Source: an optimization exercise on an open RTL-to-GDS flow (aim: small area). Production flows keep margins and buffers that such runs may drop. The RTL was checked by simulation tests, not by an equivalence proof against the original design. No activity file was given, so power comes from the tool's default toggle rates.

## design/flow/flow/run.sh

```bash
#!/bin/bash
# Layout: the standard ORFS flow, with three changes:
#  1. after the standard synthesis, the combinational logic between the
#     registers is re-optimised and re-mapped with Yosys/ABC (&deepsyn, then
#     amap); the registers (names and cells) are left exactly as the standard
#     synthesis made them, and the new netlist is used only if Yosys proves
#     it equivalent to the standard one (otherwise the standard one is kept);
#  2. the port buffers are buf_1 cells;
#  3. the clock tree is built of clkbuf_8 cells, without dummy loads.
# Each tool writes its full output to a log here: synth.log, remap.log,
# equiv.log, flow.log, and ORFS's per-step logs under orfs/logs/.
set -euo pipefail
W=$(pwd)
YOSYS=$FLOW_HOME/../tools/install/yosys/bin/yosys
LIB=$FLOW_HOME/platforms/sky130hd/lib/sky130_fd_sc_hd__tt_025C_1v80.lib
R=$W/orfs/results/sky130hd/tamagotchi_top/base

bash standard.sh synth > synth.log 2>&1
cp $R/1_2_yosys.v $W/std_netlist.v

printf 'strash\n&get -n\n&deepsyn -T 90\n&put\ndch -f\namap\n' > $W/remap.abc
DU="-dont_use *probe* -dont_use *lpflow* -dont_use *clkbuf* -dont_use *dly* -dont_use *buf_* -dont_use *sdf* -dont_use *edf* -dont_use *df* -dont_use *dl*"
if $YOSYS -l remap.log -p "read_liberty -ignore_miss_func -ignore_miss_dir $LIB; \
    blackbox sky130_fd_sc_hd__dfxtp_1 sky130_fd_sc_hd__dfxtp_2 sky130_fd_sc_hd__dfxtp_4 sky130_fd_sc_hd__edfxtp_1 sky130_fd_sc_hd__conb_1; \
    read_verilog $W/std_netlist.v; hierarchy -top $FLOW_TOP; flatten; opt -purge; \
    abc -liberty $LIB $DU -script $W/remap.abc; opt_clean -purge; \
    hilomap -singleton -hicell sky130_fd_sc_hd__conb_1 HI -locell sky130_fd_sc_hd__conb_1 LO; \
    insbuf -buf sky130_fd_sc_hd__buf_1 A X; splitnets; opt_clean -purge; \
    write_verilog -noattr -noexpr -nohex -nodec $W/remap_netlist.v" > /dev/null 2>&1 \
  && $YOSYS -l equiv.log -p "read_liberty -ignore_miss_func -ignore_miss_dir $LIB; \
    read_verilog $W/std_netlist.v; rename $FLOW_TOP gold; read_verilog $W/remap_netlist.v; rename $FLOW_TOP gate; \
    flatten gold gate; techmap; opt_clean; async2sync; equiv_make gold gate eq; hierarchy -top eq; \
    equiv_simple -seq 2; equiv_induct -seq 2; equiv_status -assert" > /dev/null 2>&1 \
  && ! grep -q "assign" $W/remap_netlist.v
then
  echo "remapped netlist used" > remap_result.txt
  cp $W/remap_netlist.v $R/1_2_yosys.v
  rm -f $R/1_synth.odb $R/1_synth.sdc
else
  echo "standard netlist kept" > remap_result.txt
fi

bash standard.sh \
  "BUFFER_PORTS_ARGS=-buffer_cell sky130_fd_sc_hd__buf_1" \
  "CTS_ARGS=-sink_clustering_enable -repair_clock_nets -buf_list sky130_fd_sc_hd__clkbuf_8 -root_buf sky130_fd_sc_hd__clkbuf_8 -sink_clustering_size 20 -sink_clustering_max_diameter 60 -dont_use_dummy_load" \
  finish > flow.log 2>&1
```

## design/flow/standard.sh

```bash
#!/bin/bash
# synth_recipe.tcl (not shown) runs the flow's synth.tcl, then flattens the netlist and writes it again
# the make line also repeats each setting of config.mk as NAME=value (left out here)
make -C /OpenROAD-flow-scripts/flow DESIGN_CONFIG=/design/flow/config.mk WORK_HOME=/design/flow/orfs CLKGATE_MAP_FILE= SYNTH_SCRIPT=/design/flow/synth_recipe.tcl "${@:-finish}"
```

## design/flow/config.mk

```make
export PLATFORM = sky130hd
export DESIGN_NAME = tamagotchi_top
export DESIGN_NICKNAME = tamagotchi_top
export VERILOG_FILES = /design/flow/design.v
export SDC_FILE = /design/flow/constraint.sdc
export NUM_CORES = 4
export LEC_CHECK = 0
export ABC_AREA = 1
export CAP_MARGIN = 20
export CORE_MARGIN = 2
export CORE_UTILIZATION = 40
export SLEW_MARGIN = 20
```

## design/flow/constraint.sdc

```tcl
create_clock -name core_clock -period 10.0 [get_ports {clk}]
set_input_delay 2.0000 -clock core_clock [delete_from_list [all_inputs] [get_ports {clk}]]
set_output_delay 2.0000 -clock core_clock [all_outputs]
set_load 0.01 [all_outputs]
```

## design/flow/design.v

```verilog
module tamagotchi_top (
    input        clk,
    input        reset,        
    input        btn_salud,    
    input        btn_ali,      
    input        btn_reset,    
    input        btn_test,     
    input        ult,          
    input        gyro,         
    output       rs,
    output       rw,
    output       enable,
    output [7:0] data,
    output [6:0] seg_display,
    output       clk_out,
    output       an,
    output       tstled
);
    reg [4:0] div;
    always @(posedge clk) begin
        if (!reset) div <= 5'd0;
        else        div <= div + 5'd1;
    end
    assign clk_out = div[4];
    assign enable  = div[2];
    wire lcd_tick = (div[2:0] == 3'b011);
    wire [3:0] display_out;
    wire [1:0] display_out2;
    tamagotchi_fsm U_tamagotchi (
        .clk(clk),
        .reset(reset),
        .div(div),
        .btn_salud(btn_salud),
        .btn_ali(btn_ali),
        .ult(ult),
        .gyro(gyro),
        .btn_reset(btn_reset),
        .btn_test(btn_test),
        .display_out(display_out),
        .display_out2(display_out2),
        .seg_display(seg_display),
        .an(an),
        .tstled(tstled)
    );
    bucleEspera U_bucleEspera (
        .clk(clk),
        .reset(reset),
        .tick(lcd_tick),
        .select_figures(display_out),
        .sleep(display_out2),
        .rs(rs),
        .rw(rw),
        .data(data)
    );
endmodule
module tamagotchi_fsm (
    input wire btn_salud,
    input wire btn_ali,
    input wire ult,
    input wire gyro,
    input wire btn_reset,
    input wire btn_test,
    input wire clk,
    input wire reset,    
    input wire [4:0] div,    
    output wire [3:0] display_out,
    output reg  [1:0] display_out2,
    output wire [6:0] seg_display,
    output wire an,
    output wire tstled
    );
    localparam [3:0] LV1 = 4'd12;
    localparam [3:0] LV2 = 4'd8;
    localparam [3:0] LV3 = 4'd0;
    localparam [3:0] LV4 = 4'd1;
    localparam [3:0] LV5 = 4'd2;
    localparam [3:0] LV6 = 4'd5;
    localparam [3:0] LV7 = 4'd10;
    localparam [3:0] LV8 = 4'd4;
    localparam [3:0] LV9 = 4'd9;
    localparam [3:0] LV10 = 4'd3;
    localparam [3:0] LVX = 4'd6;    
    localparam [15:0] LT5_TABLE = 16'h1103;    
    localparam [15:0] GE5_TABLE = 16'h063c;    
    localparam [15:0] SEG0_TABLE = 16'hf8c2;    
    localparam [15:0] SEG1_TABLE = 16'he8e4;    
    localparam [15:0] SEG2_TABLE = 16'he9c0;    
    localparam [15:0] SEG3_TABLE = 16'hfcca;    
    localparam [15:0] SEG4_TABLE = 16'hfec7;    
    localparam [15:0] SEG5_TABLE = 16'hfdc1;    
    localparam [15:0] SEG6_TABLE = 16'hfcc0;    
    function [3:0] lvl_inc; input [3:0] t; lvl_inc = {t[2:0], ~(t[3] ^ t[0])}; endfunction
    function [3:0] lvl_dec; input [3:0] t; lvl_dec = {~(t[0] ^ t[1]), t[3:1]}; endfunction
    function [4:0] step5;
        input [4:0] t;
        step5 = {t[3:0], ~(t[4] ^ t[2])};
    endfunction
    function [7:0] step8;
        input [7:0] t;
        step8 = {t[6:0], ~(t[7] ^ t[5] ^ t[4] ^ t[3]) ^ (t[6:0] == 7'h7f)};
    endfunction
    localparam [4:0] T24 = 5'b10100;
    localparam [7:0] T6 = 8'h3D, T12 = 8'h43;
    reg [3:0] lvl0, lvl1, lvl2, lvl3;
    reg [4:0] tmr0, tmr1, tmr2, tmr3;
    reg [7:0] timer_diversion2, timer_energia2;
    reg energia_tst, diversion_tst;    
    reg test_mode, dead_mode;
    reg d3, d1, d0;                    
    reg [3:0] seg_lvl;                 
    reg S_l, A_l, U_l, G_l, R_l, T_l, tm_l, dm_l, d2_l;
    wire d2 = GE5_TABLE[seg_lvl];
    assign display_out = {d3, d2, d1, d0};
    assign an = 1'b0;
    assign tstled = ~test_mode;
    wire R = ~btn_reset;
    wire T = ~btn_test;
    wire S = ~btn_salud;
    wire A = ~btn_ali;
    wire U = ult;
    wire G = ~gyro;             
    wire tick  = (div == 5'd15);                  
    wire lane0 = (div == 5'd16);                  
    wire lane1 = (div == 5'd17);                  
    wire lane2 = (div == 5'd18);                  
    wire proc  = tick | lane0 | lane1 | lane2;
    wire c_tm = tick ? test_mode : tm_l;
    wire c_dm = tick ? dead_mode : dm_l;
    wire c_R  = tick ? R : R_l;
    wire c_T  = tick ? T : T_l;
    wire c_d2 = tick ? d2 : d2_l;
    wire [3:0] c_disp = {d3, c_d2, d1, d0};
    wire c_nrm = ~c_dm & ~c_tm;
    wire [3:0] L = lvl0;
    wire [4:0] M = tmr0;
    wire L1  = (L == LV1);
    wire lt5 = LT5_TABLE[L];
    wire n10 = (L != LV10);
    wire tmr_end = (M == T24);
    wire tv_ok = ~(timer_diversion2[7:2] == 6'd0 && timer_diversion2[1:0] != 2'b10);    
    wire te_ok = ~(timer_energia2[7:2] == 6'd0 && timer_energia2[1:0] != 2'b10);
    wire tv_fire = c_tm & U_l & (diversion_tst ? c_disp == 4'b0111 : c_disp == 4'b0011) & tv_ok;
    wire te_fire = c_tm & G & (energia_tst ? c_disp == 4'b0101 : c_disp == 4'b0001) & te_ok;
    reg set1, set10, inc, dec, run;
    always @(*) begin
        set1 = 1'b0; set10 = 1'b0; inc = 1'b0;
        dec = ~c_tm & tmr_end & ~L1;
        run = ~c_tm;
        case (div[1:0])
            2'd0: begin      
                set1  = c_tm & S_l & ~L1 & (c_disp == 4'b0100);
                set10 = c_tm & S_l & L1 & (c_disp == 4'b0000);
                inc = c_nrm & S_l & (lt5 ? c_disp == 4'b0000 : n10 & c_disp == 4'b0100);
            end
            2'd1: begin      
                set1  = c_tm & A_l & ~L1 & (c_disp == 4'b0110);
                set10 = c_tm & A_l & L1 & (c_disp == 4'b0010);
                inc = c_nrm & A_l & (lt5 ? c_disp == 4'b0010 : n10 & c_disp == 4'b0110);
            end
            2'd2: begin      
                set1  = tv_fire & diversion_tst;
                set10 = tv_fire & ~diversion_tst;
                inc = c_nrm & U_l & (timer_diversion2 == T6) &
                      (lt5 ? c_disp == 4'b0011 : n10 & c_disp == 4'b0111);
            end
            default: begin   
                set1  = te_fire & energia_tst;
                set10 = te_fire & ~energia_tst;
                inc = c_nrm & G & (display_out2 == 2'b01) & (timer_energia2 == T12) & n10;
                run = ~c_tm & ~G & ~c_dm;
                dec = run & tmr_end & ~L1;
            end
        endcase
    end
    reg [3:0] L_next;
    reg [4:0] M_next;
    always @(*) begin
        if (set1)        L_next = LV1;
        else if (set10)  L_next = LV10;
        else if (dec)    L_next = lvl_dec(L);
        else if (inc)    L_next = lvl_inc(L);
        else if (c_T)    L_next = LV1;
        else if (c_R)    L_next = LV8;
        else             L_next = L;
        if (run)         M_next = (tmr_end | L1) ? 5'd0 : step5(M);
        else if (c_R)    M_next = 5'd0;
        else             M_next = M;
    end
    wire all1 = (lvl0 == LV1) & (lvl1 == LV1) & (lvl2 == LV1) & (lvl3 == LV1);
    always @(posedge clk) begin
        if (!reset) begin
            lvl0 <= LV3; lvl1 <= LV5; lvl2 <= LV6; lvl3 <= LV4;
            tmr0 <= 5'd0; tmr1 <= 5'd0; tmr2 <= 5'd0; tmr3 <= 5'd0;
        end else begin
            lvl0 <= lvl1; lvl1 <= lvl2; lvl2 <= lvl3;
            tmr0 <= tmr1; tmr1 <= tmr2; tmr2 <= tmr3;
            lvl3 <= proc ? L_next : lvl0;
            tmr3 <= proc ? M_next : tmr0;
        end
    end
    always @(posedge clk) begin
        if (tick) begin
            S_l <= S; A_l <= A; U_l <= U; G_l <= G; R_l <= R; T_l <= T;
            tm_l <= test_mode; dm_l <= dead_mode; d2_l <= d2;
        end
    end
    always @(posedge clk) begin
        if (!reset) begin
            timer_diversion2 <= 0;
            timer_energia2 <= 0;
            d3 <= 1'b1; d1 <= 1'b0; d0 <= 1'b0;
            display_out2 <= 2'b00;
            dead_mode <= 1'b0;
            test_mode <= 1'b0;
            seg_lvl <= LVX;
            energia_tst <= 1'b0;
            diversion_tst <= 1'b0;
        end else begin
            if (tick) begin
                if (T)                            test_mode <= 1'b1;
                else if (R)                       test_mode <= 1'b0;
                if (all1 & ~test_mode)            dead_mode <= 1'b1;
                else if (R | T)                   dead_mode <= 1'b0;
                if (~test_mode & ~G)              display_out2 <= dead_mode ? 2'b11 : 2'b00;
                else if (~dead_mode & ~test_mode & G) display_out2 <= 2'b01;
                else if (R | T)                   display_out2 <= 2'b00;
                case (display_out[1:0])
                    2'b00: seg_lvl <= lvl1;
                    2'b01: seg_lvl <= lvl0;
                    2'b10: seg_lvl <= lvl2;
                    default: seg_lvl <= lvl3;
                endcase
                if (te_fire | inc)  timer_energia2 <= 8'd0;
                else if (G & (test_mode | ~dead_mode))        timer_energia2 <= step8(timer_energia2);
                if (te_fire)                      energia_tst <= ~energia_tst;
                else if (R)                       energia_tst <= 1'b0;
            end
            if (lane2) begin
                if (tv_fire | inc)  timer_diversion2 <= 8'd0;
                else if (U_l & (tm_l | ~dm_l))    timer_diversion2 <= step8(timer_diversion2);
                if (tv_fire)                      diversion_tst <= ~diversion_tst;
                else if (R_l)                     diversion_tst <= 1'b0;
                if ((tm_l | ~dm_l) & G_l)         {d3, d1, d0} <= 3'b001;
                else if ((tm_l | ~dm_l) & U_l)    {d3, d1, d0} <= 3'b011;
                else if ((tm_l | ~dm_l) & A_l)    {d3, d1, d0} <= 3'b010;
                else if ((tm_l | ~dm_l) & S_l)    {d3, d1, d0} <= 3'b000;
                else if (R_l)                     {d3, d1, d0} <= 3'b100;
            end
        end
    end
    assign seg_display = {SEG6_TABLE[seg_lvl], SEG5_TABLE[seg_lvl], SEG4_TABLE[seg_lvl], SEG3_TABLE[seg_lvl],
                          SEG2_TABLE[seg_lvl], SEG1_TABLE[seg_lvl], SEG0_TABLE[seg_lvl]};
endmodule
module bucleEspera (
    input clk,
    input reset,                  
    input tick,                   
    input [3:0] select_figures,
    input [1:0] sleep,
    output reg rs,
    output rw,
    output reg [7:0] data
);
localparam M_INIT   = 3'd0;   
localparam M_CC0    = 3'd1;   
localparam M_SV     = 3'd2;   
localparam M_CREATE = 3'd3;   
localparam M_CC1    = 3'd4;   
localparam M_SCW    = 3'd5;   
localparam M_WAIT   = 3'd6;   
localparam C_ZERO = 3'd2, C_FELIZ = 3'd3, C_TRISTE = 3'd1, C_NEUTRO = 3'd0,
           C_DORMIDO = 3'd4, C_MUERTO = 3'd5;
localparam L_ZERO = 3'd0, L_SALUD = 3'd6, L_ENERGIA = 3'd2, L_COMIDA = 3'd5,
           L_DIVERSION = 3'd4, L_ZZZ = 3'd3, L_MUERTE = 3'd7;
reg [2:0] mode;
reg [5:0] n;
reg t;
reg change;
reg [2:0] sel1, sel2;
wire [4:0] row;
glyph_rom U_rom (.s1(sel1), .s2(sel2), .n(n), .ch(change), .q(row));
assign rw = 1'b0;
always @(*) begin
    rs = 1'b0;
    data = 8'h00;
    case (mode)
        M_INIT: case (n[1:0])
            2'd1: data = 8'h38;
            2'd2: data = 8'h0C;
            2'd3: data = 8'h01;
            default: data = 8'h00;
        endcase
        M_CC0, M_SV: data = 8'h01;
        M_CREATE: if (!t) data = {2'b01, n[5:3], 3'b000};
                  else begin rs = 1'b1; data = {3'b000, row}; end
        M_CC1: data = 8'h0C;
        M_SCW: if (!t) data = {1'b1, n[2], 3'b000, change, n[1:0]};
               else begin rs = 1'b1; data = {5'b00000, n[2:0]}; end
        M_WAIT: if (!t) rs = 1'b1;
                else data = 8'hC4;
        default: ;
    endcase
end
always @(posedge clk) begin
    if (!reset) begin
        mode <= M_INIT;
        n <= 6'd0;
        t <= 1'b0;
        change <= 1'b0;
        sel1 <= C_ZERO;
        sel2 <= L_ZERO;
    end else if (tick) begin
        case (mode)
            M_INIT: begin
                if (n[1:0] == 2'd3) begin
                    mode <= M_CC0; n <= 6'd0;
                end else n <= n + 6'd1;
            end
            M_CC0: begin
                mode <= M_SV;
                if (sleep == 2'b01) begin
                    sel1 <= C_DORMIDO; sel2 <= L_ZZZ;
                end else if (sleep == 2'b11) begin
                    sel1 <= C_MUERTO; sel2 <= L_MUERTE;
                end else begin
                    case (select_figures[3:2])
                        2'b01: sel1 <= C_FELIZ;
                        2'b00: sel1 <= C_TRISTE;
                        2'b10: sel1 <= C_NEUTRO;
                        default: ;
                    endcase
                    if (select_figures[3:2] == 2'b10) sel2 <= L_ZERO;
                    else case (select_figures[1:0])
                        2'b00: sel2 <= L_SALUD;
                        2'b01: sel2 <= L_ENERGIA;
                        2'b10: sel2 <= L_COMIDA;
                        default: sel2 <= L_DIVERSION;
                    endcase
                end
            end
            M_SV: begin
                mode <= M_CREATE; n <= 6'd0; t <= 1'b0;
            end
            M_CREATE: begin
                if (!t) t <= 1'b1;
                else if (n == 6'd62) begin
                    mode <= M_CC1; n <= 6'd0; t <= 1'b0;
                end else begin
                    n <= n + 6'd1;
                    if (n[2:0] == 3'd7) t <= 1'b0;
                end
            end
            M_CC1: begin
                mode <= M_SCW; n <= 6'd0; t <= 1'b0;
            end
            M_SCW: begin
                if (!t) t <= 1'b1;
                else begin
                    t <= 1'b0;
                    if (n[2:0] == 3'd7) begin
                        mode <= M_WAIT; n <= 6'd0; change <= ~change;
                    end else n <= n + 6'd1;
                end
            end
            M_WAIT: begin
                if (!t) begin
                    if (n == 6'd25) begin
                        mode <= M_CC0; n <= 6'd0;
                    end else t <= 1'b1;
                end else begin
                    t <= 1'b0; n <= n + 6'd1;
                end
            end
            default: mode <= M_INIT;
        endcase
    end
end
endmodule
module glyph_rom(s1, s2, n, ch, q);
  input [2:0] s1;
  wire [2:0] s1;
  input [2:0] s2;
  wire [2:0] s2;
  input [5:0] n;
  wire [5:0] n;
  input ch;
  wire ch;
  output [4:0] q;
  wire [4:0] q;
  wire _000_;
  wire _001_;
  wire _002_;
  wire _003_;
  wire _004_;
  wire _005_;
  wire _006_;
  wire _007_;
  wire _008_;
  wire _009_;
  wire _010_;
  wire _011_;
  wire _012_;
  wire _013_;
  wire _014_;
  wire _015_;
  wire _016_;
  wire _017_;
  wire _018_;
  wire _019_;
  wire _020_;
  wire _021_;
  wire _022_;
  wire _023_;
  wire _024_;
  wire _025_;
  wire _026_;
  wire _027_;
  wire _028_;
  wire _029_;
  wire _030_;
  wire _031_;
  wire _032_;
  wire _033_;
  wire _034_;
  wire _035_;
  wire _036_;
  wire _037_;
  wire _038_;
  wire _039_;
  wire _040_;
  wire _041_;
  wire _042_;
  wire _043_;
  wire _044_;
  wire _045_;
  wire _046_;
  wire _047_;
  wire _048_;
  wire _049_;
  wire _050_;
  wire _051_;
  wire _052_;
  wire _053_;
  wire _054_;
  wire _055_;
  wire _056_;
  wire _057_;
  wire _058_;
  wire _059_;
  wire _060_;
  wire _061_;
  wire _062_;
  wire _063_;
  wire _064_;
  wire _065_;
  wire _066_;
  wire _067_;
  wire _068_;
  wire _069_;
  wire _070_;
  wire _071_;
  wire _072_;
  wire _073_;
  wire _074_;
  wire _075_;
  wire _076_;
  wire _077_;
  wire _078_;
  wire _079_;
  wire _080_;
  wire _081_;
  wire _082_;
  wire _083_;
  wire _084_;
  wire _085_;
  wire _086_;
  wire _087_;
  wire _088_;
  wire _089_;
  wire _090_;
  wire _091_;
  wire _092_;
  wire _093_;
  wire _094_;
  wire _095_;
  wire _096_;
  wire _097_;
  wire _098_;
  wire _099_;
  wire _100_;
  wire _101_;
  wire _102_;
  wire _103_;
  wire _104_;
  wire _105_;
  wire _106_;
  wire _107_;
  wire _108_;
  wire _109_;
  wire _110_;
  wire _111_;
  wire _112_;
  wire _113_;
  wire _114_;
  wire _115_;
  wire _116_;
  wire _117_;
  wire _118_;
  wire _119_;
  wire _120_;
  wire _121_;
  wire _122_;
  wire _123_;
  wire _124_;
  wire _125_;
  wire _126_;
  wire _127_;
  wire _128_;
  wire _129_;
  wire _130_;
  wire _131_;
  wire _132_;
  wire _133_;
  wire _134_;
  wire _135_;
  wire _136_;
  wire _137_;
  wire _138_;
  wire _139_;
  wire _140_;
  wire _141_;
  wire _142_;
  wire _143_;
  wire _144_;
  wire _145_;
  wire _146_;
  wire _147_;
  wire _148_;
  wire _149_;
  wire _150_;
  wire _151_;
  wire _152_;
  wire _153_;
  wire _154_;
  wire _155_;
  wire _156_;
  wire _157_;
  wire _158_;
  wire _159_;
  wire _160_;
  wire _161_;
  wire _162_;
  wire _163_;
  wire _164_;
  wire _165_;
  wire _166_;
  wire _167_;
  wire _168_;
  wire _169_;
  wire _170_;
  wire _171_;
  wire _172_;
  wire _173_;
  wire _174_;
  wire _175_;
  wire _176_;
  wire _177_;
  wire _178_;
  wire _179_;
  wire _180_;
  wire _181_;
  wire _182_;
  wire _183_;
  wire _184_;
  wire _185_;
  wire _186_;
  wire _187_;
  wire _188_;
  wire _189_;
  wire _190_;
  wire _191_;
  wire _192_;
  wire _193_;
  wire _194_;
  wire _195_;
  wire _196_;
  wire _197_;
  wire _198_;
  wire _199_;
  wire _200_;
  wire _201_;
  wire _202_;
  wire _203_;
  wire _204_;
  wire _205_;
  wire _206_;
  wire _207_;
  wire _208_;
  wire _209_;
  wire _210_;
  wire _211_;
  wire _212_;
  wire _213_;
  wire _214_;
  wire _215_;
  wire _216_;
  wire _217_;
  wire _218_;
  wire _219_;
  wire _220_;
  wire _221_;
  wire _222_;
  wire _223_;
  wire _224_;
  wire _225_;
  wire _226_;
  wire _227_;
  wire _228_;
  wire _229_;
  wire _230_;
  wire _231_;
  wire _232_;
  wire _233_;
  wire _234_;
  wire _235_;
  wire _236_;
  wire _237_;
  wire _238_;
  wire _239_;
  wire _240_;
  wire _241_;
  wire _242_;
  wire _243_;
  wire _244_;
  wire _245_;
  wire _246_;
  wire _247_;
  wire _248_;
  wire _249_;
  wire _250_;
  wire _251_;
  wire _252_;
  wire _253_;
  wire _254_;
  wire _255_;
  wire _256_;
  wire _257_;
  wire _258_;
  wire _259_;
  wire _260_;
  wire _261_;
  wire _262_;
  wire _263_;
  wire _264_;
  wire _265_;
  wire _266_;
  wire _267_;
  wire _268_;
  wire _269_;
  wire _270_;
  wire _271_;
  wire _272_;
  wire _273_;
  wire _274_;
  wire _275_;
  wire _276_;
  wire _277_;
  wire _278_;
  wire _279_;
  wire _280_;
  wire _281_;
  wire _282_;
  wire _283_;
  wire _284_;
  wire _285_;
  wire _286_;
  wire _287_;
  wire _288_;
  wire _289_;
  wire _290_;
  wire _291_;
  wire _292_;
  wire _293_;
  wire _294_;
  wire _295_;
  wire _296_;
  wire _297_;
  wire _298_;
  wire _299_;
  wire _300_;
  wire _301_;
  wire _302_;
  wire _303_;
  wire _304_;
  wire _305_;
  wire _306_;
  wire _307_;
  wire _308_;
  wire _309_;
  wire _310_;
  wire _311_;
  wire _312_;
  wire _313_;
  wire _314_;
  wire _315_;
  wire _316_;
  wire _317_;
  wire _318_;
  wire _319_;
  wire _320_;
  wire _321_;
  wire _322_;
  wire _323_;
  wire _324_;
  wire _325_;
  wire _326_;
  wire _327_;
  wire _328_;
  wire _329_;
  wire _330_;
  wire _331_;
  wire _332_;
  wire _333_;
  wire _334_;
  wire _335_;
  wire _336_;
  wire _337_;
  wire _338_;
  wire _339_;
  wire _340_;
  wire _341_;
  wire _342_;
  wire _343_;
  wire _344_;
  wire _345_;
  wire _346_;
  wire _347_;
  wire _348_;
  wire _349_;
  wire _350_;
  wire _351_;
  wire _352_;
  wire _353_;
  wire _354_;
  wire _355_;
  wire _356_;
  wire _357_;
  wire _358_;
  wire _359_;
  wire _360_;
  wire _361_;
  wire _362_;
  wire _363_;
  wire _364_;
  wire _365_;
  wire _366_;
  wire _367_;
  wire _368_;
  wire _369_;
  wire _370_;
  wire _371_;
  wire _372_;
  wire _373_;
  wire _374_;
  wire _375_;
  wire _376_;
  wire _377_;
  wire _378_;
  wire _379_;
  wire _380_;
  wire _381_;
  wire _382_;
  wire _383_;
  wire _384_;
  wire _385_;
  wire _386_;
  wire _387_;
  wire _388_;
  wire _389_;
  wire _390_;
  wire _391_;
  wire _392_;
  wire _393_;
  wire _394_;
  wire _395_;
  wire _396_;
  wire _397_;
  wire _398_;
  wire _399_;
  wire _400_;
  wire _401_;
  wire _402_;
  wire _403_;
  wire _404_;
  assign _090_ = 4'h8 >> { n[0], n[1] };
  assign _100_ = 4'h8 >> { _090_, n[2] };
  assign _111_ = 4'h1 >> n[4:3];
  assign _122_ = 4'h8 >> n[4:3];
  assign _133_ = 4'h1 >> { _122_, _111_ };
  assign _144_ = 4'h8 >> { _133_, n[5] };
  assign _155_ = 4'h8 >> { _144_, _100_ };
  assign _166_ = 4'h2 >> { _155_, s2[0] };
  assign _176_ = 4'h4 >> n[4:3];
  assign _187_ = 4'h8 >> { n[5], n[2] };
  assign _198_ = 4'h4 >> { n[0], n[1] };
  assign _209_ = 4'h8 >> { _198_, n[5] };
  assign _220_ = 4'h1 >> { n[0], n[1] };
  assign _231_ = 4'h8 >> { _220_, n[2] };
  assign _241_ = 4'h1 >> { _231_, _209_ };
  assign _252_ = 4'h1 >> { _241_, _187_ };
  assign _263_ = 4'h4 >> { n[5], n[2] };
  assign _274_ = 4'h8 >> { _263_, n[1] };
  assign _285_ = 4'h1 >> { n[5], n[2] };
  assign _296_ = 4'h8 >> { _285_, _198_ };
  assign _306_ = 4'h1 >> { _296_, _274_ };
  assign _317_ = 4'h4 >> { _306_, _252_ };
  assign _328_ = 4'h2 >> { _317_, _176_ };
  assign _339_ = 4'h2 >> { _328_, _166_ };
  assign _348_ = 4'h2 >> n[4:3];
  assign _349_ = 4'h4 >> { _348_, _285_ };
  assign _350_ = 4'h2 >> { _349_, _339_ };
  assign _351_ = 4'h4 >> { n[5], n[0] };
  assign _352_ = 4'h1 >> { _351_, n[4] };
  assign _353_ = 4'h4 >> { n[4], n[0] };
  assign _354_ = 4'h2 >> { _353_, n[1] };
  assign _355_ = 4'h4 >> { _354_, _352_ };
  assign _356_ = 4'h2 >> { _355_, s2[0] };
  assign _357_ = 4'h1 >> { _356_, _350_ };
  assign _358_ = 4'h2 >> n[3:2];
  assign _359_ = 4'h8 >> { _358_, _355_ };
  assign _360_ = 4'h2 >> { _359_, _357_ };
  assign _361_ = 4'h4 >> n[3:2];
  assign _362_ = 4'h2 >> { n[0], n[1] };
  assign _363_ = 4'h8 >> { _362_, _361_ };
  assign _364_ = 4'h8 >> { _363_, n[4] };
  assign _365_ = 4'h2 >> { n[1], n[2] };
  assign _366_ = 4'h2 >> { _187_, _176_ };
  assign _367_ = 4'h8 >> { _348_, _209_ };
  assign _368_ = 4'h1 >> { _367_, _366_ };
  assign _369_ = 4'h2 >> { _368_, _365_ };
  assign _370_ = 4'h1 >> { _369_, _364_ };
  assign _371_ = 4'h4 >> { _370_, _360_ };
  assign _372_ = 4'h4 >> { _366_, _090_ };
  assign _373_ = 4'h4 >> { _372_, _306_ };
  assign _374_ = 4'h2 >> { n[5], n[2] };
  assign _375_ = 4'h8 >> { _374_, _348_ };
  assign _376_ = 4'h8 >> { _375_, _198_ };
  assign _377_ = 4'h1 >> { _376_, s2[0] };
  assign _378_ = 4'h4 >> { _377_, _373_ };
  assign _379_ = 4'h1 >> { n[4], n[0] };
  assign _380_ = 4'h2 >> { n[5], n[1] };
  assign _381_ = 4'h8 >> { _380_, _361_ };
  assign _382_ = 4'h4 >> { _381_, _379_ };
  assign _383_ = 4'h4 >> { _361_, n[1] };
  assign _384_ = 4'h4 >> n[5:4];
  assign _385_ = 4'h8 >> { _384_, n[0] };
  assign _386_ = 4'h8 >> { _385_, _383_ };
  assign _387_ = 4'h1 >> { _386_, _382_ };
  assign _388_ = 4'h8 >> { _387_, _378_ };
  assign _389_ = 4'h8 >> { ch, s2[2] };
  assign _390_ = 4'h4 >> { _389_, s2[1] };
  assign _391_ = 4'h4 >> { _390_, _388_ };
  assign _392_ = 4'h4 >> { _391_, _371_ };
  assign _393_ = 4'h2 >> s2[2:1];
  assign _394_ = 4'h8 >> { _393_, ch };
  assign _395_ = 4'h2 >> { _365_, n[4] };
  assign _396_ = 4'h1 >> { _395_, s2[0] };
  assign _397_ = 4'h2 >> { _396_, _394_ };
  assign _398_ = 4'h1 >> { _374_, _351_ };
  assign _399_ = 4'h1 >> { _398_, n[3] };
  assign _400_ = 4'h4 >> { _399_, s2[0] };
  assign _401_ = 4'h1 >> { n[5], n[3] };
  assign _402_ = 4'h8 >> { n[5], n[3] };
  assign _403_ = 4'h1 >> { _402_, _401_ };
  assign _404_ = 4'h8 >> { _220_, n[5] };
  assign _000_ = 4'h1 >> { _404_, _252_ };
  assign _001_ = 4'h2 >> { _000_, _403_ };
  assign _002_ = 4'h1 >> { _001_, _400_ };
  assign _003_ = 4'h4 >> { _403_, n[2] };
  assign _004_ = 4'h2 >> { _003_, _002_ };
  assign _005_ = 4'h2 >> { _004_, _351_ };
  assign _006_ = 4'h8 >> { _380_, s2[0] };
  assign _007_ = 4'h8 >> { _006_, _363_ };
  assign _008_ = 4'h8 >> { _374_, n[3] };
  assign _009_ = 4'h8 >> { _008_, n[0] };
  assign _010_ = 4'h2 >> { s2[0], n[0] };
  assign _011_ = 4'h8 >> { _010_, _401_ };
  assign _012_ = 4'h1 >> { _011_, _009_ };
  assign _013_ = 4'h4 >> { _012_, _007_ };
  assign _014_ = 4'h4 >> { _013_, _005_ };
  assign _015_ = 4'h2 >> { _014_, _397_ };
  assign _016_ = 4'h4 >> { _209_, s1[1] };
  assign _017_ = 4'h4 >> { s1[0], n[0] };
  assign _018_ = 4'h2 >> s1[1:0];
  assign _019_ = 4'h1 >> { _018_, n[2] };
  assign _020_ = 4'h1 >> { _019_, _017_ };
  assign _021_ = 4'h4 >> { _020_, _016_ };
  assign _022_ = 4'h4 >> { _021_, _380_ };
  assign _023_ = 4'h2 >> { _022_, _176_ };
  assign _024_ = 4'h1 >> { _023_, s1[2] };
  assign _025_ = 4'h4 >> { _111_, n[2] };
  assign _026_ = 4'h2 >> { _025_, n[5] };
  assign _027_ = 4'h1 >> { _026_, n[0] };
  assign _028_ = 4'h8 >> { _348_, _100_ };
  assign _029_ = 4'h1 >> { n[4], n[2] };
  assign _030_ = 4'h2 >> { _029_, n[3] };
  assign _031_ = 4'h2 >> { _030_, _220_ };
  assign _032_ = 4'h8 >> { _176_, _090_ };
  assign _033_ = 4'h8 >> { n[4], n[2] };
  assign _034_ = 4'h8 >> { _033_, _198_ };
  assign _035_ = 4'h1 >> { _034_, _032_ };
  assign _036_ = 4'h4 >> { _035_, _031_ };
  assign _037_ = 4'h4 >> { _036_, _028_ };
  assign _038_ = 4'h4 >> { _037_, _027_ };
  assign _039_ = 4'h1 >> { _374_, _263_ };
  assign _040_ = 4'h8 >> { s1[0], n[1] };
  assign _041_ = 4'h4 >> { _040_, _039_ };
  assign _042_ = 4'h2 >> { _041_, _038_ };
  assign _043_ = 4'h8 >> { _041_, n[0] };
  assign _044_ = 4'h2 >> { _043_, s1[2] };
  assign _045_ = 4'h4 >> { _044_, _042_ };
  assign _046_ = 4'h1 >> { _045_, _024_ };
  assign _047_ = 4'h8 >> { _220_, s1[1] };
  assign _048_ = 4'h1 >> { _047_, s1[2] };
  assign _049_ = 4'h4 >> { _048_, _383_ };
  assign _050_ = 4'h1 >> { _049_, _122_ };
  assign _051_ = 4'h2 >> { _050_, _038_ };
  assign _052_ = 4'h4 >> { _380_, n[2] };
  assign _053_ = 4'h8 >> { _052_, _348_ };
  assign _054_ = 4'h8 >> { _383_, n[4] };
  assign _055_ = 4'h8 >> { n[0], n[2] };
  assign _056_ = 4'h4 >> { _055_, _122_ };
  assign _057_ = 4'h1 >> { _056_, n[5] };
  assign _058_ = 4'h4 >> { _057_, _054_ };
  assign _059_ = 4'h4 >> { _058_, _053_ };
  assign _060_ = 4'h2 >> { s1[2], s1[0] };
  assign _061_ = 4'h2 >> { _060_, s1[1] };
  assign _062_ = 4'h1 >> { _061_, ch };
  assign _063_ = 4'h4 >> { _062_, _059_ };
  assign _064_ = 4'h4 >> { _063_, _051_ };
  assign _065_ = 4'h4 >> { _064_, _046_ };
  assign _066_ = 4'h2 >> { _285_, _122_ };
  assign _067_ = 4'h2 >> { _066_, _339_ };
  assign _068_ = 4'h8 >> { _389_, s2[1] };
  assign _069_ = 4'h8 >> { _285_, _090_ };
  assign _070_ = 4'h2 >> { _069_, _133_ };
  assign _071_ = 4'h8 >> { _404_, _361_ };
  assign _072_ = 4'h1 >> { _071_, _052_ };
  assign _073_ = 4'h2 >> { _072_, _070_ };
  assign _074_ = 4'h2 >> n[5:4];
  assign _075_ = 4'h8 >> { _074_, n[0] };
  assign _076_ = 4'h8 >> { _353_, n[1] };
  assign _077_ = 4'h8 >> { _076_, n[5] };
  assign _078_ = 4'h1 >> { _077_, _075_ };
  assign _079_ = 4'h2 >> { _078_, _361_ };
  assign _080_ = 4'h8 >> { _198_, _176_ };
  assign _081_ = 4'h8 >> { _080_, _187_ };
  assign _082_ = 4'h1 >> { _081_, s2[0] };
  assign _083_ = 4'h4 >> { _082_, _079_ };
  assign _084_ = 4'h4 >> { _083_, _073_ };
  assign _085_ = 4'h2 >> { _084_, _068_ };
  assign _086_ = 4'h4 >> { _085_, _067_ };
  assign _087_ = 4'h4 >> { _402_, n[1] };
  assign _088_ = 4'h1 >> { _008_, _274_ };
  assign _089_ = 4'h4 >> { _088_, _087_ };
  assign _091_ = 4'h4 >> { _394_, s2[0] };
  assign _092_ = 4'h8 >> { _091_, n[4] };
  assign _093_ = 4'h4 >> { _092_, _089_ };
  assign _094_ = 4'h1 >> { _093_, _086_ };
  assign _095_ = 4'h4 >> { _094_, _065_ };
  assign _096_ = 4'h4 >> { _095_, _015_ };
  assign q[3] = 4'hb >> { _096_, _392_ };
  assign _097_ = 4'h4 >> { _187_, n[0] };
  assign _098_ = 4'h8 >> { _198_, s1[2] };
  assign _099_ = 4'h4 >> { _098_, _187_ };
  assign _101_ = 4'h1 >> { _099_, _097_ };
  assign _102_ = 4'h1 >> { _101_, s1[0] };
  assign _103_ = 4'h1 >> { _187_, _090_ };
  assign _104_ = 4'h2 >> { _103_, _045_ };
  assign _105_ = 4'h4 >> { _220_, s1[0] };
  assign _106_ = 4'h1 >> { _105_, _252_ };
  assign _107_ = 4'h4 >> { _106_, _104_ };
  assign _108_ = 4'h1 >> { _107_, _102_ };
  assign _109_ = 4'h8 >> { _209_, s1[0] };
  assign _110_ = 4'h1 >> { _055_, _220_ };
  assign _112_ = 4'h1 >> { s1[1], n[0] };
  assign _113_ = 4'h2 >> { _112_, _365_ };
  assign _114_ = 4'h1 >> { _113_, _110_ };
  assign _115_ = 4'h1 >> { _114_, _109_ };
  assign _116_ = 4'h1 >> { _115_, s1[2] };
  assign _117_ = 4'h2 >> { _116_, _070_ };
  assign _118_ = 4'h4 >> { _117_, _108_ };
  assign _119_ = 4'h1 >> { _220_, n[5] };
  assign _120_ = 4'h1 >> { _119_, _231_ };
  assign _121_ = 4'h4 >> { _120_, _144_ };
  assign _123_ = 4'h2 >> { _121_, _062_ };
  assign _124_ = 4'h4 >> { _123_, _118_ };
  assign _125_ = 4'h1 >> { _001_, _100_ };
  assign _126_ = 4'h1 >> { _125_, n[3] };
  assign _127_ = 4'h1 >> { n[0], n[2] };
  assign _128_ = 4'h4 >> { _127_, _403_ };
  assign _129_ = 4'h8 >> { _348_, _198_ };
  assign _130_ = 4'h1 >> { _404_, _385_ };
  assign _131_ = 4'h4 >> { _130_, _129_ };
  assign _132_ = 4'h4 >> { _131_, _128_ };
  assign _134_ = 4'h4 >> { _132_, _126_ };
  assign _135_ = 4'h8 >> { _134_, _366_ };
  assign _136_ = 4'h2 >> { _135_, _166_ };
  assign _137_ = 4'h8 >> { _252_, _122_ };
  assign _138_ = 4'h8 >> { n[1], n[2] };
  assign _139_ = 4'h8 >> { _138_, _351_ };
  assign _140_ = 4'h1 >> { _139_, _069_ };
  assign _141_ = 4'h2 >> { _140_, _176_ };
  assign _142_ = 4'h8 >> { _383_, n[0] };
  assign _143_ = 4'h1 >> { _142_, s2[0] };
  assign _145_ = 4'h4 >> { _143_, _141_ };
  assign _146_ = 4'h4 >> { _145_, _137_ };
  assign _147_ = 4'h2 >> { _146_, _068_ };
  assign _148_ = 4'h4 >> { _147_, _136_ };
  assign _149_ = 4'h1 >> { _011_, _006_ };
  assign _150_ = 4'h1 >> { _149_, _013_ };
  assign _151_ = 4'h2 >> { _150_, _002_ };
  assign _152_ = 4'h2 >> { _151_, _397_ };
  assign _153_ = 4'h1 >> { _032_, _363_ };
  assign _154_ = 4'h1 >> n[5:4];
  assign _156_ = 4'h1 >> { _154_, _033_ };
  assign _157_ = 4'h4 >> { _156_, _153_ };
  assign _158_ = 4'h1 >> { _033_, _029_ };
  assign _159_ = 4'h2 >> { n[5], n[3] };
  assign _160_ = 4'h1 >> { _159_, _158_ };
  assign _161_ = 4'h1 >> { _160_, _166_ };
  assign _162_ = 4'h1 >> { _161_, _157_ };
  assign _163_ = 4'h4 >> { _090_, n[4] };
  assign _164_ = 4'h1 >> { _158_, _076_ };
  assign _165_ = 4'h4 >> { _164_, _163_ };
  assign _167_ = 4'h2 >> { _165_, _378_ };
  assign _168_ = 4'h2 >> { _167_, _390_ };
  assign _169_ = 4'h4 >> { _168_, _162_ };
  assign _170_ = 4'h1 >> { _169_, _152_ };
  assign _171_ = 4'h4 >> { _170_, _148_ };
  assign q[2] = 4'hb >> { _171_, _124_ };
  assign _172_ = 4'h8 >> { _384_, _363_ };
  assign _173_ = 4'h8 >> { _052_, _372_ };
  assign _174_ = 4'h8 >> { _361_, _090_ };
  assign _175_ = 4'h8 >> { _174_, _074_ };
  assign _177_ = 4'h1 >> { _175_, _173_ };
  assign _178_ = 4'h8 >> { _177_, _166_ };
  assign _179_ = 4'h4 >> { _178_, _357_ };
  assign _180_ = 4'h1 >> { _179_, _358_ };
  assign _181_ = 4'h1 >> { _180_, _137_ };
  assign _182_ = 4'h4 >> { _375_, n[1] };
  assign _183_ = 4'h1 >> { _182_, s2[0] };
  assign _184_ = 4'h1 >> { _380_, _209_ };
  assign _185_ = 4'h1 >> { _184_, n[3] };
  assign _186_ = 4'h8 >> { _374_, _362_ };
  assign _188_ = 4'h1 >> { _186_, _185_ };
  assign _189_ = 4'h2 >> { _188_, n[4] };
  assign _190_ = 4'h2 >> { _189_, _183_ };
  assign _191_ = 4'h1 >> { _190_, _379_ };
  assign _192_ = 4'h4 >> { _191_, _181_ };
  assign _193_ = 4'h1 >> { _192_, _172_ };
  assign _194_ = 4'h2 >> { _193_, _390_ };
  assign _195_ = 4'h8 >> { _112_, _358_ };
  assign _196_ = 4'h2 >> { _021_, _348_ };
  assign _197_ = 4'h1 >> { _196_, _195_ };
  assign _199_ = 4'h4 >> { _197_, _134_ };
  assign _200_ = 4'h1 >> { _199_, _045_ };
  assign _201_ = 4'h2 >> { _198_, n[5] };
  assign _202_ = 4'h2 >> { _201_, s1[2] };
  assign _203_ = 4'h2 >> { _202_, n[4] };
  assign _204_ = 4'h8 >> { s1[0], n[4] };
  assign _205_ = 4'h2 >> { _204_, _056_ };
  assign _206_ = 4'h1 >> { _403_, s1[2] };
  assign _207_ = 4'h1 >> { _206_, _128_ };
  assign _208_ = 4'h4 >> { _207_, _205_ };
  assign _210_ = 4'h4 >> { _208_, _203_ };
  assign _211_ = 4'h8 >> { _111_, n[1] };
  assign _212_ = 4'h4 >> { _074_, n[1] };
  assign _213_ = 4'h1 >> { _212_, _211_ };
  assign _214_ = 4'h8 >> { _213_, _062_ };
  assign _215_ = 4'h4 >> { _214_, _210_ };
  assign _216_ = 4'h4 >> { _215_, _200_ };
  assign _217_ = 4'h1 >> { _164_, _156_ };
  assign _218_ = 4'h1 >> { _075_, _384_ };
  assign _219_ = 4'h4 >> { _263_, n[1] };
  assign _221_ = 4'h2 >> { _219_, _218_ };
  assign _222_ = 4'h1 >> { _221_, _138_ };
  assign _223_ = 4'h1 >> { _222_, _217_ };
  assign _224_ = 4'h8 >> { _091_, _133_ };
  assign _225_ = 4'h4 >> { _224_, _223_ };
  assign _226_ = 4'h2 >> { _072_, _353_ };
  assign _227_ = 4'h8 >> { _129_, _285_ };
  assign _228_ = 4'h1 >> { _227_, _172_ };
  assign _229_ = 4'h8 >> { _228_, _082_ };
  assign _230_ = 4'h4 >> { _229_, _226_ };
  assign _232_ = 4'h2 >> { _230_, _068_ };
  assign _233_ = 4'h1 >> { _232_, _225_ };
  assign _234_ = 4'h1 >> { _233_, _350_ };
  assign _235_ = 4'h8 >> { _006_, _394_ };
  assign _236_ = 4'h8 >> { _235_, _188_ };
  assign _237_ = 4'h1 >> { _236_, _234_ };
  assign _238_ = 4'h4 >> { _237_, _216_ };
  assign q[1] = 4'hb >> { _238_, _194_ };
  assign _239_ = 4'h8 >> { _119_, _066_ };
  assign _240_ = 4'h1 >> { _071_, _367_ };
  assign _242_ = 4'h4 >> { _240_, _239_ };
  assign _243_ = 4'h4 >> { _242_, _173_ };
  assign _244_ = 4'h4 >> { _243_, _360_ };
  assign _245_ = 4'h1 >> { _138_, _198_ };
  assign _246_ = 4'h2 >> { _245_, _366_ };
  assign _247_ = 4'h1 >> { _172_, _053_ };
  assign _248_ = 4'h4 >> { _247_, _246_ };
  assign _249_ = 4'h8 >> { _248_, _183_ };
  assign _250_ = 4'h2 >> { _249_, _390_ };
  assign _251_ = 4'h4 >> { _250_, _244_ };
  assign _253_ = 4'h4 >> { _156_, n[3] };
  assign _254_ = 4'h4 >> { _253_, _134_ };
  assign _255_ = 4'h2 >> { _156_, _134_ };
  assign _256_ = 4'h1 >> { _018_, _231_ };
  assign _257_ = 4'h4 >> { _018_, _090_ };
  assign _258_ = 4'h1 >> { _257_, s1[2] };
  assign _259_ = 4'h4 >> { _258_, _256_ };
  assign _260_ = 4'h1 >> { _122_, _100_ };
  assign _261_ = 4'h4 >> { _260_, _259_ };
  assign _262_ = 4'h8 >> { _261_, _402_ };
  assign _264_ = 4'h1 >> { _380_, _353_ };
  assign _265_ = 4'h8 >> { _264_, _062_ };
  assign _266_ = 4'h4 >> { _265_, _003_ };
  assign _267_ = 4'h4 >> { _266_, _262_ };
  assign _268_ = 4'h4 >> { _267_, _255_ };
  assign _269_ = 4'h4 >> { _268_, _254_ };
  assign _270_ = 4'h2 >> { n[0], n[3] };
  assign _271_ = 4'h2 >> { _270_, _052_ };
  assign _272_ = 4'h1 >> { _271_, _139_ };
  assign _273_ = 4'h1 >> { _231_, n[1] };
  assign _275_ = 4'h8 >> { _273_, _399_ };
  assign _276_ = 4'h2 >> { _275_, _272_ };
  assign _277_ = 4'h2 >> { _276_, _224_ };
  assign _278_ = 4'h1 >> { _174_, _008_ };
  assign _279_ = 4'h8 >> { _263_, _090_ };
  assign _280_ = 4'h1 >> { _279_, _404_ };
  assign _281_ = 4'h1 >> { _280_, n[3] };
  assign _282_ = 4'h8 >> { _281_, _033_ };
  assign _283_ = 4'h8 >> { _218_, _174_ };
  assign _284_ = 4'h1 >> { _375_, s2[0] };
  assign _286_ = 4'h4 >> { _284_, _283_ };
  assign _287_ = 4'h4 >> { _286_, _282_ };
  assign _288_ = 4'h1 >> { _287_, _178_ };
  assign _289_ = 4'h1 >> { _288_, _278_ };
  assign _290_ = 4'h8 >> { _296_, _133_ };
  assign _291_ = 4'h8 >> { _288_, _278_ };
  assign _292_ = 4'h1 >> { _291_, _290_ };
  assign _293_ = 4'h4 >> { _292_, _289_ };
  assign _294_ = 4'h2 >> { _052_, _166_ };
  assign _295_ = 4'h2 >> { _294_, _068_ };
  assign _297_ = 4'h4 >> { _295_, _293_ };
  assign _298_ = 4'h1 >> { _297_, _277_ };
  assign _299_ = 4'h4 >> { _298_, _269_ };
  assign q[0] = 4'hb >> { _299_, _251_ };
  assign _300_ = 4'h1 >> { _008_, s2[1] };
  assign _301_ = 4'h1 >> { _300_, _287_ };
  assign _302_ = 4'h2 >> { _285_, s2[1] };
  assign _303_ = 4'h1 >> { _186_, _372_ };
  assign _304_ = 4'h1 >> { _303_, _089_ };
  assign _305_ = 4'h8 >> { _074_, _198_ };
  assign _307_ = 4'h1 >> { _305_, _071_ };
  assign _308_ = 4'h4 >> { _307_, _304_ };
  assign _309_ = 4'h1 >> { _308_, _302_ };
  assign _310_ = 4'h1 >> { _309_, _301_ };
  assign _311_ = 4'h8 >> { _231_, _144_ };
  assign _312_ = 4'h4 >> { _279_, _111_ };
  assign _313_ = 4'h1 >> { _138_, _362_ };
  assign _314_ = 4'h2 >> { _313_, _074_ };
  assign _315_ = 4'h1 >> { _314_, _312_ };
  assign _316_ = 4'h4 >> { _315_, _311_ };
  assign _318_ = 4'h2 >> { _316_, _310_ };
  assign _319_ = 4'h2 >> { _318_, _178_ };
  assign _320_ = 4'h4 >> { _310_, _178_ };
  assign _321_ = 4'h2 >> { _320_, _389_ };
  assign _322_ = 4'h4 >> { _321_, _319_ };
  assign _323_ = 4'h8 >> { _201_, _176_ };
  assign _324_ = 4'h2 >> { _119_, n[3] };
  assign _325_ = 4'h8 >> { _324_, _089_ };
  assign _326_ = 4'h1 >> { _325_, _323_ };
  assign _327_ = 4'h8 >> { s1[2], s1[0] };
  assign _329_ = 4'h8 >> { _327_, _365_ };
  assign _330_ = 4'h2 >> { _329_, _261_ };
  assign _331_ = 4'h1 >> { _330_, _326_ };
  assign _332_ = 4'h8 >> { _003_, _385_ };
  assign _333_ = 4'h8 >> { _080_, _374_ };
  assign _334_ = 4'h1 >> { _333_, _227_ };
  assign _335_ = 4'h4 >> { _334_, _332_ };
  assign _336_ = 4'h4 >> { _335_, _331_ };
  assign _337_ = 4'h2 >> { _336_, _062_ };
  assign _338_ = 4'h8 >> { _187_, n[3] };
  assign _340_ = 4'h2 >> { _338_, _272_ };
  assign _341_ = 4'h1 >> { _340_, s2[0] };
  assign _342_ = 4'h1 >> { _270_, _008_ };
  assign _343_ = 4'h2 >> { _342_, _006_ };
  assign _344_ = 4'h1 >> { _343_, _281_ };
  assign _345_ = 4'h4 >> { _344_, _341_ };
  assign _346_ = 4'h2 >> { _345_, _397_ };
  assign _347_ = 4'h1 >> { _346_, _337_ };
  assign q[4] = 4'hb >> { _347_, _322_ };
endmodule
```

==> results of run 1 <==
==> cells in the final DEF, fill, tap and decap left out, types with 8 or more instances in the layout <==
cell type,instances
nor2_1,182
o21a_1,8
clkbuf_8,9
a21oi_1,33
nand2_1,59
nand3_1,14
o21ai_0,57
nor3_1,36
buf_1,26
o31ai_1,9
dfxtp_1,92
nor2b_1,22
a31oi_1,15
nor4_1,9
o22ai_1,33
a211oi_1,15
clkinv_1,116
==> critical path: cells and delay by family (launching register included) <==
family / cells / cell delay, ns
AOI/OAI and AO/OA: 3 / 0.49
and+or+nand+nor: 6 / 1.60
DFF: 1 / 0.78
buffers and inverters: 5 / 1.36
==> path summary, 6_finish.rpt <==
path / start / end / slack (ns) / depth (start not counted)
setup / recovery: U_bucleEspera.n[0] / data[1] / 3.38 / 14
hold reg to reg: U_tamagotchi.tmr3[1] / U_tamagotchi.tmr2[1] / 0.43 / 1
hold / removal: U_tamagotchi.tmr3[1] / U_tamagotchi.tmr2[1] / 0.43 / 1
setup reg to reg: U_tamagotchi.seg_lvl[2] / U_tamagotchi.lvl3[2] / 5.84 / 18
==> flip-flops by register name (all words and copies together) (netlist names), 5 cells and up <==
signal	flops
U_bucleEspera.n	6
U_tamagotchi.timer_diversion2	8
U_tamagotchi.timer_energia2	8
U_tamagotchi.tmr0	5
U_tamagotchi.tmr1	5
U_tamagotchi.tmr2	5
U_tamagotchi.tmr3	5
div	5
==> cell type report <==
type / count / area [um2] / share of cell area [%]
multi-input combinational: 579 / 3030 / 51.3
sequential: 96 / 1960 / 33.2
inverter: 116 / 435 / 7.37
tap: 176 / 220 / 3.73
timing repair buffer: 31 / 135 / 2.29
clock buffer: 9 / 124 / 2.10
==> metal layers <==
metal / global-route usage [%] / up-vias
li1: - / 2884
met1: 35.5 / 2884
met2: 47.4 / 314
met3: 5.33 / 82
met4: 15.6 / 0
met5: 0 / -
==> metrics by stage <==
stage	hold slack [ns]	std cells	utilization (%)
final	0.433	1007	44.6
after global routing	0.451	1007	44.6
after CTS	0.437	1007	44.6
after detailed placement	0.425	998	43.7
after global placement	0.418	998	43.7
after floorplan	0.412	792	-
==> power groups by stage <==
stage,registers [mW],logic [mW],clock network [mW]
6_report,0.399,0.0720,0.198
5_1_grt,0.400,0.0767,0.221
4_1_cts,0.399,0.0685,0.209
3_5_place_dp,0.408,0.0682,0
3_3_place_gp,0.408,0.0706,0
2_1_floorplan,0.405,0.0444,0
==> flow_summary.rst, run 1 <==
.. list-table::
   :header-rows: 1

   * - Metric
     - Value
   * - Number of standard-cell rows in the floorplan
     - 42
   * - Run status
     - no timing/DRC/antenna violations
   * - Ant diodes
     - 0
   * - PnR Total Power
     - approximately 0.67 mW
   * - Port Buffer Count
     - 26
   * - Seq pwr share
     - 59.6%
   * - Global route overflow
     - 0
   * - FMAX
     - 151 MHz
   * - I/O pin cnt
     - 29
   * - Final wirelength
     - just over 20 mm
   * - Post-CTS Hold Fix Bufs
     - 0
   * - Total CTS buffers
     - 9
   * - Final HPWL DP
     - 16.1 mm
   * - Clock share of power
     - 29.6%
   * - Switching pwr
     - 0.180 mW
   * - Gates resized, CTS repair
     - 0
   * - Wire length on met3
     - 1.38 mm
   * - Setup repair after global routing missed its margin
     - false
   * - Global Route Usage Sum
     - 28.8%
   * - Relative slew margins
     - 38.5%
   * - Number of global-route vias before repair
     - 5,782
   * - H-tree Lvls
     - 3
   * - CTS tree
     - built
   * - Instance count of the mapped netlist
     - 791
   * - Die Width
     - 120 um
   * - Initial antenna violation count
     - 0
   * - First-pass GRT wire length
     - about 32 mm
   * - Clk root buf
     - clkbuf_8
   * - Sequence of cells on the critical path
     - clkinv_1 -> nor2_1 -> clkinv_1 -> nor2_1 -> clkinv_1 -> nor2_1 -> clkinv_1 -> nor2_1 -> nor4_1 -> nor3_1 -> o21ai_0 -> a31oi_1 -> a31o_1 -> buf_1
   * - First DRT Iteration DRCs
     - 556
   * - Startpoint class of the critical path
     - register
   * - Amount of wire on met2 after detailed routing
     - 9.58 mm
   * - DRC violations left
     - 0
   * - Clock transition at the registers of the reported paths
     - 0.08 ns
   * - Maximum vdd ir drop
     - 0.0932 mV
   * - Largest driver fanout on the critical path
     - 19
   * - Routability cong.
     - 1.02
   * - Die H
     - 120 um
   * - Uppermost signal routing layer after detailed routing
     - met4
   * - First-pass DRT Iterations
     - 11
   * - Maximum clock path buffer count
     - 2
   * - Crit path DAT
     - between 4 and 5 ns
   * - Post-CTS setup repair buffer count
     - 0
   * - CP Class
     - register to primary output
   * - Via-to-Cell Ratio
     - roughly 6.1
   * - WL/cell
     - 20.5 um
   * - Proportion of total power due to net switching
     - 26.8%
   * - Synth Warn #
     - 3
   * - Part of the cycle the worst path needs
     - 66.2%
   * - Hold WC Path Type
     - register to register
   * - Critical path data required time
     - 8.00 ns
   * - Mean instance size in the synthesized netlist
     - 6.86 um2
   * - Synth-to-layout area growth
     - 8.92%
   * - Leakage
     - 1.93 nW
   * - Worst-Skew Late Latency
     - 0.38 ns
   * - Pwr Density
     - 113 nW/um2
   * - Aggregate negative setup slack
     - 0 ns
   * - Cell area after technology mapping
     - 5430 um2
   * - # Max-Cap Violations
     - 0
   * - Final critical delay including setup and external delays
     - ~6.6 ns
   * - Starting density of the core
     - 41.0%
   * - Area of placed instances
     - 5790 um2
   * - DRT antenna net count
     - 0
   * - Final setup vio count
     - 0
   * - Skew final
     - a little over 0.05 ns
   * - Cell Int Power
     - 0.490 mW
   * - Share of layout cells above drive strength 1
     - 1.81%
   * - Area of the core
     - 13,200 um2
   * - Post-route worst setup slack
     - 3.38 ns
   * - Final instance area
     - 5910 um2
   * - Critical Path End Type
     - primary output
   * - Worst slew pin tran
     - between 0.9 and 1 ns
   * - Detailed-route wire length on metal 1
     - about 8.5 mm
   * - Number of pins exceeding their max-slew limit in the final report
     - 0
   * - Clock sink total
     - 96
   * - Cell with the biggest individual delay on the critical path
     - dfxtp_1
   * - Net total in the final layout
     - 841
   * - Setup WS pre-CTS
     - 4.05 ns
   * - Total of fill cells in the finished design
     - 1,400
   * - Proportion of power drawn by combinational gates
     - 10.8%
   * - Largest stage delay on the critical path
     - 0.78 ns
   * - Pin count of the biggest net entering global routing
     - 36
   * - Total count of hold-check failures in the final report
     - 0
   * - Total die area
     - 14,500 um2
   * - Vias after detailed routing
     - roughly 6,200
==> inputs of run 2 (changes only) <==
==> design/flow/flow/run.sh (replaced) <==
#!/bin/bash
# Layout: the standard ORFS flow, with three changes:
#  1. after the standard synthesis, the combinational logic between the
#     registers is re-optimised and re-mapped with Yosys/ABC (&deepsyn with
#     a few seeds, then amap; the smallest result is kept). The registers
#     (names and cells) are left exactly as the standard synthesis made
#     them, and a new netlist is used only if Yosys proves it equivalent to
#     the standard one (otherwise the standard one is kept);
#  2. the port buffers are buf_1 cells;
#  3. the clock tree is built of clkbuf_8 cells, without dummy loads.
# Each tool writes its full output to a log here: synth.log, remap_<seed>.log,
# equiv_<seed>.log, flow.log, and ORFS's per-step logs under orfs/logs/.
set -euo pipefail
W=$(pwd)
YOSYS=$FLOW_HOME/../tools/install/yosys/bin/yosys
LIB=$FLOW_HOME/platforms/sky130hd/lib/sky130_fd_sc_hd__tt_025C_1v80.lib
R=$W/orfs/results/sky130hd/tamagotchi_top/base

bash standard.sh synth > synth.log 2>&1
cp $R/1_2_yosys.v $W/std_netlist.v

DU="-dont_use *probe* -dont_use *lpflow* -dont_use *clkbuf* -dont_use *dly* -dont_use *buf_* -dont_use *sdf* -dont_use *edf* -dont_use *df* -dont_use *dl*"
remap() {   # remap SEED: writes remap_SEED.v and remap_SEED.area if it is proven equivalent
  local S=$1
  printf 'strash\n&get -n\n&deepsyn -T 120 -S %s\n&put\ndch -f\namap\n' $S > $W/remap_$S.abc
  $YOSYS -l remap_$S.log -p "read_liberty -ignore_miss_func -ignore_miss_dir $LIB; \
    blackbox sky130_fd_sc_hd__dfxtp_1 sky130_fd_sc_hd__dfxtp_2 sky130_fd_sc_hd__dfxtp_4 sky130_fd_sc_hd__edfxtp_1 sky130_fd_sc_hd__conb_1; \
    read_verilog $W/std_netlist.v; hierarchy -top $FLOW_TOP; flatten; opt -purge; \
    abc -liberty $LIB $DU -script $W/remap_$S.abc; opt_clean -purge; \
    hilomap -singleton -hicell sky130_fd_sc_hd__conb_1 HI -locell sky130_fd_sc_hd__conb_1 LO; \
    insbuf -buf sky130_fd_sc_hd__buf_1 A X; splitnets; opt_clean -purge; \
    write_verilog -noattr -noexpr -nohex -nodec $W/remap_$S.v; \
    tee -o $W/remap_$S.stat stat -liberty $LIB" > /dev/null 2>&1 || return 0
  grep -q "assign" $W/remap_$S.v && return 0
  $YOSYS -l equiv_$S.log -p "read_liberty -ignore_miss_func -ignore_miss_dir $LIB; \
    read_verilog $W/std_netlist.v; rename $FLOW_TOP gold; read_verilog $W/remap_$S.v; rename $FLOW_TOP gate; \
    flatten gold gate; techmap; opt_clean; async2sync; equiv_make gold gate eq; hierarchy -top eq; \
    equiv_simple -seq 2; equiv_induct -seq 2; equiv_status -assert" > /dev/null 2>&1 || return 0
  grep "Chip area" $W/remap_$S.stat | awk '{print $NF}' > $W/remap_$S.area
}
for S in 1 2 3 4; do remap $S & done
wait

BEST=""; BESTA=""
for S in 1 2 3 4; do
  if [[ -s $W/remap_$S.area ]]; then
    A=$(cat $W/remap_$S.area)
    if [[ -z "$BEST" ]] || awk "BEGIN{exit !($A < $BESTA)}"; then BEST=$S; BESTA=$A; fi
  fi
done
if [[ -n "$BEST" ]]; then
  echo "remapped netlist used: seed $BEST, area $BESTA" > remap_result.txt
  cp $W/remap_$BEST.v $R/1_2_yosys.v
  rm -f $R/1_synth.odb $R/1_synth.sdc
else
  echo "standard netlist kept" > remap_result.txt
fi

bash standard.sh \
  "BUFFER_PORTS_ARGS=-buffer_cell sky130_fd_sc_hd__buf_1" \
  "CTS_ARGS=-sink_clustering_enable -repair_clock_nets -buf_list sky130_fd_sc_hd__clkbuf_8 -root_buf sky130_fd_sc_hd__clkbuf_8 -sink_clustering_size 20 -sink_clustering_max_diameter 60 -dont_use_dummy_load" \
  finish > flow.log 2>&1
==> flow_summary.rst, run 2 <==
.. list-table::
   :header-rows: 1

   * - Metric
     - Value
   * - Port Buffer Count
     - 26
   * - CTS tree
     - built
   * - Run status
     - no timing/DRC/antenna violations
   * - # Max-Cap Violations
     - 0
   * - Total CTS buffers
     - 9
   * - Crit path DAT
     - slightly below 5 ns
   * - Number of global-route vias before repair
     - 5,835
   * - Most common cell after layout, fill and taps aside
     - nor2_1
   * - Aggregate negative setup slack
     - 0 ns
   * - DRT antenna net count
     - 0
   * - Critical path data required time
     - 8.00 ns
   * - Final HPWL DP
     - 16.2 mm
   * - Relative slew margins
     - 33.9%
   * - Clock sink total
     - 96
   * - Ant diodes
     - 0
   * - Critical Path End Type
     - primary output
   * - Worst slew pin tran
     - 0.979 ns
   * - Area of the core
     - 13,200 um2
   * - H-tree Lvls
     - 3
   * - Final instance area
     - 5850 um2
   * - Vias after detailed routing
     - 6,194
   * - Clk root buf
     - clkbuf_8
   * - Sequence of cells on the critical path
     - clkinv_1 -> nor2_1 -> nand3_1 -> o21ai_0 -> clkinv_1 -> nor2_1 -> nor2_1 -> a221oi_1 -> or3_1 -> a31oi_1 -> or4_1 -> buf_1
   * - Area of placed instances
     - 5730 um2
   * - Final cell utilization of the core
     - 44.4%
   * - I/O pin cnt
     - 29
   * - Global route overflow
     - 0
   * - Number of standard-cell rows in the floorplan
     - between 40 and 50
   * - Number of pins exceeding their max-slew limit in the final report
     - 0
   * - Via-to-Cell Ratio
     - 6.21
   * - Post-CTS setup repair buffer count
     - 0
   * - DRC violations left
     - 0
   * - First-pass DRT Iterations
     - 5
   * - Largest stage delay on the critical path
     - 0.71 ns
   * - Final wirelength
     - roughly 21 mm
   * - Die H
     - 120 um
   * - Worst Path Buf+Inv
     - 3
   * - Die Width
     - 120 um
   * - Part of the cycle the worst path needs
     - between 60% and 70%
   * - WL/cell
     - between 20 and 25 um
   * - CP most frequent cell
     - nor2_1
   * - Skew final
     - 0.0256 ns
   * - Setup repair after global routing missed its margin
     - false
   * - Initial antenna violation count
     - 0
   * - Hold WC Path Type
     - register to register
   * - Global Route Usage Sum
     - 29.6%
   * - Clock transition at the registers of the reported paths
     - 0.09 ns
   * - Leakage
     - 1.90 nW
   * - Post-route worst setup slack
     - roughly 3.2 ns
   * - # placed instances
     - 989
   * - Cell with the biggest individual delay on the critical path
     - dfxtp_1
   * - Post-CTS Hold Fix Bufs
     - 0
   * - Gates resized, CTS repair
     - 0
   * - Starting density of the core
     - between 40% and 50%
   * - PnR Total Power
     - 0.635 mW
   * - Final critical delay including setup and external delays
     - 6.84 ns
   * - Total die area
     - 14,400 um2
   * - Routability cong.
     - roughly 1.0
   * - Pin count of the biggest net entering global routing
     - 32
   * - Instance count of the mapped netlist
     - 784
   * - FMAX
     - 146 MHz
   * - CP Class
     - register to primary output
   * - First-pass GRT wire length
     - 32.5 mm
   * - First DRT Iteration DRCs
     - 653
   * - Worst hold slack after final layout
     - 0.430 ns
   * - Final setup vio count
     - 0
   * - Setup WS pre-CTS
     - 3.78 ns
   * - Pwr Density
     - roughly 110 nW/um2
   * - Synth-to-layout area growth
     - 8.62%
   * - Share of layout cells above drive strength 1
     - about 1.5%
   * - Maximum vdd ir drop
     - 0.0916 mV
   * - Maximum clock path buffer count
     - 2
   * - Cell area after technology mapping
     - 5390 um2
   * - Largest driver fanout on the critical path
     - 20
   * - Kind of cell with the highest combined delay on the critical path
     - simple AND/OR/NAND/NOR gates
   * - Most frequent cells in the layout
     - 172 x nor2_1, 123 x clkinv_1, 92 x dfxtp_1
   * - Mean instance size in the synthesized netlist
     - a little under 7 um2
   * - Startpoint class of the critical path
     - register
   * - Final std cells w/o fill
     - about 1,000
   * - Total count of hold-check failures in the final report
     - 0
   * - Registers with the most flip-flops
     - U_tamagotchi.timer_diversion2 (8), U_tamagotchi.timer_energia2 (8), U_bucleEspera.n (6)
   * - Synth Warn #
     - 3
   * - Worst-Skew Late Latency
     - around 0.37 ns
   * - Net total in the final layout
     - 832
==> run 2: path summary, 6_finish.rpt <==
| check | slack [ns] | end | from | depth (start not counted) |
|---|---|---|---|---|
| max | 3.16 | data[0] | U_bucleEspera.n[3] | 12 |
| min | 0.43 | U_tamagotchi.tmr1[4] | U_tamagotchi.tmr2[4] | 1 |
| max reg2reg | 5.50 | U_bucleEspera.n[4] | U_bucleEspera.n[3] | 9 |
| min reg2reg | 0.43 | U_tamagotchi.tmr1[4] | U_tamagotchi.tmr2[4] | 1 |
==> run 2: cell type report <==
cell class / count / area, um2
Multi-Input combinational cell: 565 / 2960
Tap cell: 176 / 220
Clock buffer: 9 / 124
Sequential cell: 96 / 1960
Timing Repair Buffer: 29 / 120
Fill cell: 1384 / 7340
Inverter: 123 / 462
==> run 2: routing by layer <==
layer  share of wire, %  vias up  GRT usage, %
met5                  0        -             0
met4                6.4        0          17.5
met3                7.0       93          5.37
met2                 47      343          50.1
met1                 39     2900          35.0
li1                   -     2858             -
==> run 2: worst reg2reg max path, stage by stage, from the launching register on <==
cell      delay, ns
dfxtp_1        0.71
clkinv_1       0.71
nor2_1         0.62
nand3_1        0.41
nor2_1         0.21
o21ai_0        0.13
nor4_1         0.45
o21ai_0        0.37
o21ai_0        0.64
a221oi_1       0.10
==> run 2: power breakdown <==
group          internal, mW  switching, mW  leakage, nW
clock network        0.0809          0.119       0.0647
registers             0.389        0.00522        0.781
logic                0.0109         0.0297         1.06
total                 0.481          0.154         1.90

static timing again, ports no longer ideal:
Ports are ideal in the flow. The routed layouts listed here were re-timed in OpenROAD.
Step 1 (the two cells are an assumption about what drives the block):
set clk [get_ports {clk}]
set_driving_cell -lib_cell sky130_fd_sc_hd__clkbuf_16 $clk
set_driving_cell -lib_cell sky130_fd_sc_hd__buf_2 [delete_from_list [all_inputs] $clk]
Step 2 moves the port delays by t, midway between the first and last clock arrival at a register: inputs arrive t later, outputs are due t later. That takes back most of the time a late clock gives input paths.
Slacks: ideal / step 1 / step 2; pairs: ideal / step 1.
run | t (ns) | setup WS [ns] | pins driven straight from the clock port
run 1 | 0.398 | 3.382 / 3.341 / 3.740 | 1
run 2 | 0.393 | 3.164 / 3.127 / 3.519 | 1
After both steps setup and hold are still met in every run listed.
